This design comes from an exercise in tuning for small area, a short achievable clock period and few clock cycles on the open sky130 flow, not from production work.
Where RTL was checked, it was by simulation tests only, not by an equivalence proof against the original.
The flow treats the clock pin as an ideal source, which a real chip does not have.
Power is estimated from default activity; no workload was simulated.

yarrow:
// MF
module MF(
	clk,
	rst_n,
	invalid,
	image_in,
	outvalid,
	image_out
);
input				clk,rst_n,invalid;
input 		[7:0]	image_in;
output	reg 		outvalid;
output	reg [7:0]	image_out;
reg			act;
reg [3:0]	row;
reg [3:0]	col;
reg			hb, hv;		 
wire last = (row == 4'd11);
wire row1_next = act & ((row == 4'd0 & col == 4'd9) | (row == 4'd1 & col != 4'd9));
always @(posedge clk or negedge rst_n) begin
	if (!rst_n) begin
		act <= 1'b0; row <= 4'd0; col <= 4'd0;
	end else if (act & !last) begin
		col <= (col == 4'd9) ? 4'd0 : col + 4'd1;
		row <= (col == 4'd9) ? row + 4'd1 : row;
	end else if (invalid) begin
		act <= 1'b1; row <= 4'd0; col <= 4'd0;
	end else begin
		act <= 1'b0;
	end
end
always @(posedge clk or negedge rst_n) begin
	if (!rst_n) begin
		hb <= 1'b0; hv <= 1'b0; outvalid <= 1'b0;
	end else begin
		hb  <= (col <= 4'd1) | (row == 4'd1) | (row == 4'd10);
		hv  <= act & ((row >= 4'd2) | (row == 4'd1 & col != 4'd0));
		outvalid <= hv;
	end
end
reg [7:0]	in_r;
reg [7:0]	lb [1:20];
integer i;
always @(posedge clk) begin
	in_r <= invalid ? image_in : 8'd0;
	lb[1] <= in_r;
	for (i = 2; i <= 19; i = i + 1) lb[i] <= lb[i-1];
	lb[20] <= row1_next ? 8'd0 : lb[19];
end
wire [7:0] a = in_r, b = lb[10], c = lb[20];
wire ab = a >= b, ac = a >= c, bc = b >= c;
wire [7:0] vmax = (ab & ac) ? a : (!ab & bc) ? b : c;
wire [7:0] vmin = (!ab & !ac) ? a : (ab & !bc) ? b : c;
reg [7:0] x0, x1, x2;	 
reg [7:0] n0, n1, n2;	 
reg       psx, hx, psn, hn;
wire       psx_d = (x0 >= x1) | (col == 4'd1);	 
wire [7:0] px = psx_d ? x0 : x1;
wire       hx_d = (vmax > px) & (col != 4'd0);	 
wire       psn_d = (n0 <= n1);
  ...
==> flow/config.mk <==
export PLATFORM = sky130hd
export DESIGN_NAME = MF
export DESIGN_NICKNAME = MF
export VERILOG_FILES = /design/flow/design.v
export SDC_FILE = /design/flow/constraint.sdc
export NUM_CORES = 4
export LEC_CHECK = 0
export CAP_MARGIN = 20
export CORE_MARGIN = 2
export CORE_UTILIZATION = 40
export SLEW_MARGIN = 20
==> flow/constraint.sdc <==
create_clock -name core_clock -period 10.0 [get_ports {clk}]
set_input_delay 2.0000 -clock core_clock [delete_from_list [all_inputs] [get_ports {clk}]]
set_output_delay 2.0000 -clock core_clock [all_outputs]
set_load 0.01 [all_outputs]
standard.sh (not shown) runs the stock make flow with config.mk's settings and CLKGATE_MAP_FILE= SYNTH_SCRIPT=/design/flow/synth_recipe.tcl, a recipe that flattens the netlist after the stock synthesis.
==> flow/flow/run.sh <==
#!/bin/bash
set -euo pipefail
bash standard.sh SETUP_SLACK_MARGIN=7.2 finish > orfs_flow.log 2>&1
yarrow finished all stages; the layout is clean.
Input changes introduced in pepper (baseline for comparison: yarrow):
- CTS_CLUSTER_DIAMETER newly set to 50
- CTS_CLUSTER_SIZE newly set to 16
- CTS_BUF_LIST newly set to sky130_fd_sc_hd__clkbuf_8
- CORE_UTILIZATION changed from 40 to 65
## What came out
- Relative to yarrow, the total power of pepper is lower by about 15%.
- As of pepper, core box area had fallen by more than a quarter compared to yarrow.
- outvalid$_DFF_PN0_ as the launching instance or port of the critical path was reported by yarrow, and lb[20][5]$_SDFF_PP0_ by pepper.
- In the final design statistics, pepper uses fewer standard cells in total than yarrow.
- On pepper: total met2 wirelength after detailed routing is about 5.5% higher than what yarrow gave.
- Measured against each other, pepper and yarrow differ in final design instance area without fill, the higher figure coming from yarrow.
- Relative to yarrow, the leakage component of the power measured on pepper has decreased by a few percent.
- pepper ended with every stage complete and zero timing, DRC or antenna violations.
> inputs changed (pepper -> zinc)
- CTS_CLUSTER_SIZE: 16 -> 24
- CTS_CLUSTER_DIAMETER: 50 -> 60
- CTS_BUF_LIST: sky130_fd_sc_hd__clkbuf_8 -> sky130_fd_sc_hd__clkbuf_16
Notes after the runs:
Diff pepper -> zinc | final net count | decrease of 11. Compared with pepper, in zinc clock-buffer cell count shrank by 8, final hold slack shows an increase of 0.0031 ns, largest voltage drop on the vdd net lost about 7%, final total negative setup slack ~0 delta, layout cell share with drive strength beyond 1 decreased 2.9 points. Non-clock buffer count in zinc vs pepper: down 6. zinc ends up with a setup slack that is 0.16 ns higher than in pepper. Per the comparison of zinc with pepper, number of buffers added by the clock tree synthesis step now smaller, sequential share of layout area increased by 0.85 points relative to the old numbers, total combinational power shrank by 7.4%.
No functional check of the RTL was part of any run of this note.

========
Setup of fjord:
MF, a different RTL version from the one above (not shown whole).
Size in the first run: roughly 800 cells after synthesis, ~20 I/O pins, ~7500 µm² of cells after synthesis.
==> flow/config.mk <==
export PLATFORM = sky130hd
export DESIGN_NAME = MF
export DESIGN_NICKNAME = MF
export VERILOG_FILES = /design/flow/design.v
export SDC_FILE = /design/flow/constraint.sdc
export NUM_CORES = 4
export LEC_CHECK = 0
export ABC_AREA = 1
export CAP_MARGIN = 20
export CORE_MARGIN = 2
export CORE_UTILIZATION = 65
export CTS_BUF_LIST = sky130_fd_sc_hd__clkbuf_16
export CTS_CLUSTER_DIAMETER = 80
export CTS_CLUSTER_SIZE = 36
export SLEW_MARGIN = 20
==> flow/constraint.sdc <==
create_clock -name core_clock -period 10.0 [get_ports {clk}]
set_input_delay 2.0000 -clock core_clock [delete_from_list [all_inputs] [get_ports {clk}]]
set_output_delay 2.0000 -clock core_clock [all_outputs]
set_load 0.01 [all_outputs]
==> flow/flow/run.sh <==
#!/bin/bash
set -euo pipefail
KNOBS="SETUP_SLACK_MARGIN=7.45"
bash standard.sh $KNOBS cts > orfs_flow_cts.log 2>&1
R=orfs/results/$FLOW_PLATFORM/MF/base
openroad -no_init -exit -threads "${NUM_CORES:-4}" flow/unroot.tcl > unroot.log 2>&1
bash standard.sh $KNOBS finish > orfs_flow_finish.log 2>&1
==> flow/flow/unroot.tcl <==
set odb orfs/results/$::env(FLOW_PLATFORM)/MF/base/4_cts.odb
read_db $odb
set block [ord::get_db_block]
set port_net [[$block findBTerm clk] getNet]
set roots {}
foreach it [$port_net getITerms] { lappend roots [$it getInst] }
if {[llength $roots] != 1} { puts "unroot: clock port drives [llength $roots] cells; left as is"; exit 0 }
set root [lindex $roots 0]
set master [[$root getMaster] getName]
if {![string match "sky130_fd_sc_hd__clkbuf_*" $master]} { puts "unroot: root is $master; left as is"; exit 0 }
set out_net ""
foreach it [$root getITerms] {
  if {[$it isOutputSignal]} { set out_net [$it getNet] }
}
set loads {}
foreach it [$out_net getITerms] {
  if {[$it getInst] ne $root} { lappend loads $it }
}
if {[llength $loads] > 4 || [llength [$out_net getBTerms]] > 0} { puts "unroot: root drives [llength $loads] pins; left as is"; exit 0 }
foreach it $loads { $it disconnect; $it connect $port_net }
puts "unroot: removed [$root getName] ($master); clock port now drives [llength $loads] buffers"
odb::dbInst_destroy $root
odb::dbNet_destroy $out_net
write_db $odb
Input changes introduced in juniper (baseline for comparison: fjord):
Settings: a change of CTS_CLUSTER_SIZE from 36 to 30; a change of CORE_UTILIZATION from 65 to 55.
- The HPWL after detailed placement of juniper was superior to that of fjord.
- Per the comparison of juniper with fjord, slew at the pin closest to its max-slew limit was more or less identical; met1 routing resource usage after global routing now smaller; stage delay of the slowest cell on the critical path now smaller; length of the first detailed-routing pass in iterations has increased; normalized max-slew margin held steady.
- Taking fjord as the reference, in juniper total design power shows an increase of 1.7%, clock buffer count in the final layout shows an increase of 2, initial cell density of the core shows a reduction of 9.6 points, power density over the cells shows an increase of 0.68%, global-route usage shows a reduction of 3.6 points.
Relative to juniper, the following input files were edited for lagoon:
Settings: CORE_UTILIZATION: 55 -> 65; CTS_CLUSTER_DIAMETER: 80 -> 60; CTS_CLUSTER_SIZE: 30 -> 24.
lagoon falls short of juniper in routed wire length. In terms of multi-input gate share of total cell area, lagoon and juniper differ only marginally. lagoon vs juniper: initial core utilization up in lagoon. Total track usage came out higher on lagoon than on juniper. Summary: with juniper as the reference, vertical die dimension in lagoon moved down by a little under 10%. There was hardly any difference in gate count after technology mapping between lagoon and juniper. Delta(combinational power, lagoon - juniper) > 0.
Input changes introduced in violet (baseline for comparison: lagoon):
Settings: swapping 60 for 80 in CTS_CLUSTER_DIAMETER; swapping 24 for 30 in CTS_CLUSTER_SIZE.
Changes observed in violet relative to lagoon: timing-limited maximum frequency dropped 0.36%, worst slack on hold paths barely changed. Diff violet..lagoon | power | negligible. Compared to lagoon, violet shows a narrower setup margin. The final period demand of the worst path of violet was inferior to that of lagoon. violet vs lagoon: ratio of routed vias to standard cells up slightly. [compare] base=lagoon new=violet: count of placed standard cells in the final layout, fillers left out roughly the same, adder and majority gate portion of the synthesized area roughly the same, arrival time at the worst endpoint roughly the same, sequential share of layout area roughly the same. Between violet and lagoon, the difference in cell area is negligible.
No run of this note included a check of the RTL's function; only the layout flow was run.

========
Another version of the RTL of MF (not shown whole).
Size in the first run: about 240 flip-flops, about 0.0076 mm² of cells after synthesis.
Settings: LEC_CHECK=0, ABC_AREA=1, CAP_MARGIN=5, CORE_MARGIN=2, CORE_UTILIZATION=65, CTS_BUF_LIST=sky130_fd_sc_hd__clkbuf_16, CTS_CLUSTER_DIAMETER=80, CTS_CLUSTER_SIZE=30, SLEW_MARGIN=5; clock period 10.0 ns.
Scripts as last shown in full above: flow/flow/run.sh, flow/flow/unroot.tcl
The baseline finished with timing, DRC and antenna clean.
Testbench counts at the start, summed over its fixed seeds: cycles 14,464.
Change:
--- a/flow/flow/run.sh
+++ b/flow/flow/run.sh
@@ -3 +3 @@
-KNOBS="SETUP_SLACK_MARGIN=7.45"
+KNOBS="SETUP_SLACK_MARGIN=7.2"
Settings changed: CAP_MARGIN 5 to 20, SLEW_MARGIN 5 to 20.
Hold slack is worse by 12 ps.
Synthesized cell count stays the same.
Worst setup slack is worse by 18 ps.
Clock power rose by about 4%.
Cell area rose by 0.32%.
Power rose by 1.2%.
Clock-buffer cell count is unchanged.
Sequential share of layout area fell by 0.18 points.

==> port drivers added, routing unchanged <==
How much do the figures lean on ideal ports? The routed layouts below were timed once more, with nothing changed but the port constraints.
Step 1 assumes that a clkbuf_16 drives the clock port and a buf_2 every other input.
Step 2 times the ports against the registers' clock, not the clock port: input delays grow and output delays shrink by t, the midpoint of the rising clock arrivals with the driver on.
a / b / c = no drivers / after step 1 / after step 2; a / b = the first two.
run	shift t [ns]	setup slack, ns	worst slew at a driven data input, ns
yarrow	0.546	7.006 / 6.964 / 7.008	0.04
pepper	0.536	6.820 / 6.820 / 6.820	0.04
zinc	0.502	6.979 / 6.979 / 6.979	0.04
fjord	0.389	7.211 / 7.157 / 7.084	0.05
juniper	0.395	7.230 / 7.172 / 7.075	0.05
lagoon	0.381	7.222 / 7.170 / 7.053	0.05
violet	0.387	7.212 / 7.159 / 7.083	0.06
the first run of note 3	0.388	7.231 / 7.179 / 6.974	0.04
the second run of note 3	0.380	7.213 / 7.162 / 6.898	0.04
After both steps setup and hold are still met in every run listed. For the second run of note 3, which loses most, drivers alone change the setup slack by -0.051 ns; drivers and shift together by -0.315 ns.
